What follows belongs to an exercise in optimizing a design on an open flow for small area, a short achievable clock period and few clock cycles per item; a production flow would make more cautious choices.

## mandel_engine
module mandel_engine (
    input             clk,
    input             reset,      
    input             start,      
    input  [31:0]     x,          
    input  [31:0]     y,          
    input  [20:0]     delta,      
    output            busy,       
    output reg        wr_en,      
    output reg [8:0]  wr_addr,    
    output reg [15:0] wr_data     
);
reg        running;       
reg        idle;          
reg        ini;           
reg [31:0] gc;            
reg [31:0] gdn;           
reg [20:0] dr;            
reg [8:0]  gw;            
reg        gv;            
assign busy = running;
wire [31:0] sum_c;       
wire       row_end = (gw[3:0] == 4'd15);
wire       dir     = gw[4];
wire [8:0] gwa     = {gw[8:4], dir ? ~gw[3:0] : gw[3:0]};
reg [30:0] ra, rb;        
reg [31:0] dab;           
reg [31:0] c0, d0;        
reg [7:0]  k0;            
reg        e0;            
reg        f0;            
reg [62:0] sv0;           
reg [1:0]  pi0;           
reg [8:0]  wa0;           
reg [11:0] p30;           
reg        act0;
reg [31:0] xan, yan;          
reg [31:0] xbn, ybn;          
reg        ca, cb;            
reg [30:0] xabn, yabn;        
reg        cab;
reg        z1;                
reg        cyc1;
reg [31:0] c1, d1;
reg [7:0]  k1;                
reg [62:0] sv1;
reg [1:0]  pi1;
reg [8:0]  wa1;
reg [11:0] p31;
reg        act1;
wire [33:0] txa, tya, txb, tyb, txab, tyab;
me_sqc  sqa (.r(ra), .X(txa), .Y(tya));            
me_sqc  sqb (.r(rb), .X(txb), .Y(tyb));            
me_mulc mab (.r(ra), .D(dab), .X(txab), .Y(tyab));   
wire tca  = (~txa[1] & ~tya[1])   | ((~txa[1] | ~tya[1])   & ~txa[0] & ~tya[0]);
wire tcb  = (~txb[1] & ~tyb[1])   | ((~txb[1] | ~tyb[1])   & ~txb[0] & ~tyb[0]);
wire tcab = (~txab[1] & ~tyab[1]) | ((~txab[1] | ~tyab[1]) & ~txab[0] & ~tyab[0]);
wire big_a = (ra >= 31'h10100000) & (ra < 31'h2D000000);
wire big_b = (rb >= 31'h10100000) & (rb < 31'h2D000000);
wire ee   = act0 & ~f0 & (big_a | big_b);     
wire fin  = (act0 & f0) | ee;                 
wire last = (pi0 == 2'd3);
wire take = (~act0 | (fin & last)) & gv;      
wire nw   = fin | take;                       
wire inword = act0 & ~last;
wire [7:0] k0p1 = k0 + 8'd1;
wire [7:0] kk = f0 ? k0 : k0p1;
  ...
Settings: LEC_CHECK=0, CAP_MARGIN=20, CORE_MARGIN=2, CORE_UTILIZATION=50, CTS_CLUSTER_DIAMETER=100, CTS_CLUSTER_SIZE=25, SLEW_MARGIN=20, SYNTH_HIERARCHICAL=1, SYNTH_MINIMUM_KEEP_SIZE=0; clock period 20.0 ns.
standard.sh (not shown) runs the stock make flow with config.mk's settings and CLKGATE_MAP_FILE= SYNTH_SCRIPT=/design/flow/synth_recipe.tcl, a recipe that flattens the netlist after the stock synthesis.
==> flow/flow/run.sh <==
#!/bin/bash
# Standard ORFS layout, with two changes to how it is made (the SDC, the
# period and the constraints are the standard flow's, unchanged):
#  - timing repair is asked to leave MARGIN ns of setup slack, so it
#    optimises the paths as if the clock were faster than the 20 ns it is
#    signed off at;
#  - the port buffers that the standard flow inserts on every input and
#    output are plain buf cells (buffer_ports -buffer_cell).
# Each make run writes its full output to its own log here; ORFS keeps the
# per-step logs under orfs/logs.
set -euo pipefail
MARGIN=${MARGIN:-15}
PORTBUF=${PORTBUF:-sky130_fd_sc_hd__buf_1}
bash standard.sh synth > synth.log 2>&1
bash standard.sh SETUP_SLACK_MARGIN=$MARGIN "BUFFER_PORTS_ARGS=-buffer_cell $PORTBUF" finish > layout.log 2>&1
Then changed:
--- a/flow/design.v
+++ b/flow/design.v
@@ -6226,21 +6226,21 @@
     input  [31:0]     x,          
     input  [31:0]     y,          
     input  [20:0]     delta,      
     output            busy,       
     output reg        wr_en,      
     output reg [8:0]  wr_addr,    
     output reg [15:0] wr_data     
 );
 reg        running;       
 reg        idle;          
-reg        ini;           
+reg        ini, ini2;     
 reg [31:0] gc;            
 reg [31:0] gdn;           
 reg [20:0] dr;            
 reg [8:0]  gw;            
 reg        gv;            
 assign busy = running;
 wire [31:0] sum_c;       
 wire       row_end = (gw[3:0] == 4'd15);
 wire       dir     = gw[4];
 wire [8:0] gwa     = {gw[8:4], dir ? ~gw[3:0] : gw[3:0]};
@@ -6363,60 +6363,63 @@
     c0  <= c1;      d0 <= d1;
     k0  <= k1;
     e0  <= esc;
     f0  <= esc | cyc1 | (k1 == 8'd255);
     sv0 <= sv1;
     pi0 <= pi1;
     wa0 <= wa1;
     p30 <= p31;
     act0 <= reset ? 1'b0 : act1;
 end
-wire        cneg = ini | dir;
-wire [31:0] cm   = ini ? {6'd0, dr, 5'd0} : {9'd0, dr, 2'd0};
 wire        use_c = fin & inword;
-wire [31:0] gd_n;
-me_addbk addgc (.a(use_c ? c0 : gc), .b(use_c ? {11'd0, dr} : (cm ^ {32{cneg}})),
-                .ci(~use_c & cneg), .s(sum_c));
-wire [31:0] dm   = ini ? {7'd0, dr, 4'd0} : {11'd0, dr};
-me_addbk addgd (.a(gdn), .b(dm ^ {32{ini}}), .ci(ini), .s(gd_n));
+wire        use_d = ini2 | (take & row_end);
+wire        cneg  = ini | dir;
+wire [31:0] cm    = ini ? {6'd0, dr, 5'd0} : {9'd0, dr, 2'd0};
+wire [31:0] dm    = ini2 ? ~{7'd0, dr, 4'd0} : {11'd0, dr};
+wire [31:0] ad_a  = use_c ? c0 : (use_d ? gdn : gc);
+wire [31:0] ad_b  = use_c ? {11'd0, dr} : (use_d ? dm : (cm ^ {32{cneg}}));
+wire        ad_ci = use_c ? 1'b0 : (use_d ? ini2 : cneg);
+me_addbk addgc (.a(ad_a), .b(ad_b), .ci(ad_ci), .s(sum_c));
 always @(posedge clk) begin
     if (reset) begin
         running <= 1'b0;
         idle    <= 1'b1;
         ini     <= 1'b0;
+        ini2    <= 1'b0;
         gv      <= 1'b0;
     end else if (idle) begin
         if (start) begin
             running <= 1'b1;
             idle    <= 1'b0;
             ini     <= 1'b1;
         end
     end else begin
-        ini <= 1'b0;
-        if (ini) begin
+        ini  <= 1'b0;
+        ini2 <= ini;
+        if (ini2) begin
             gv <= 1'b1;
         end else if (take && gw == 9'd511) begin
             gv <= 1'b0;
         end
-        if (!ini && !gv && !act0 && !act1) begin
+        if (!ini && !ini2 && !gv && !act0 && !act1) begin
             running <= 1'b0;
             idle    <= 1'b1;
         end
     end
 end
 always @(posedge clk) begin
     if (idle) begin
         gc  <= x;
         gdn <= ~y;
         dr  <= delta;
     end else begin
         if (ini || (take && !row_end))
             gc <= sum_c;
-        if (ini || (take && row_end))
-            gdn <= gd_n;
+        if (use_d)
+            gdn <= sum_c;
         if (ini)
             gw <= 9'd0;
         else if (take)
             gw <= gw + 9'd1;
     end
 end
 endmodule
After rerunning: Area after synthesis is lower by 1.5%. Sequential cell count came out higher by 1. Non-clock buffer count came out higher by 22. Design area fell by 1.0%. Hold slack gains 0.0094 ns. Sequential share of layout area came out higher by 0.24 points. Die area shrinks by 1.5%. Routed wire length increases by 1.3%. Global-route usage increases by 0.77 points. Clock skew came out lower by 0.0096 ns.
Function was not checked in any run of this note: the RTL went through the layout flow alone.

==> re-timing with driven ports <==
The flow's constraints put no driver on any port. The routed layouts listed below were extracted and timed again, unchanged, in two steps.
Step 1, drivers: a clkbuf_16 drives clk and a buf_2 each remaining input, both assumed.
Step 2 moves the port delays by t, midway between the first and last clock arrival at a register: inputs arrive t later, outputs are due t later. That takes back most of the time a late clock gives input paths.
Slacks: ideal / step 1 / step 2; pairs: ideal / step 1.
run | t (ns) | setup WS [ns] | latest minus earliest clock arrival (ns) | pins driven straight from the clock port
the first run | 0.760 | 14.850 / 14.769 / 14.985 | 0.066 / 0.066 | 1
the second run | 0.736 | 14.761 / 14.761 / 14.761 | 0.048 / 0.048 | 1
After both steps every run listed still meets setup and hold.
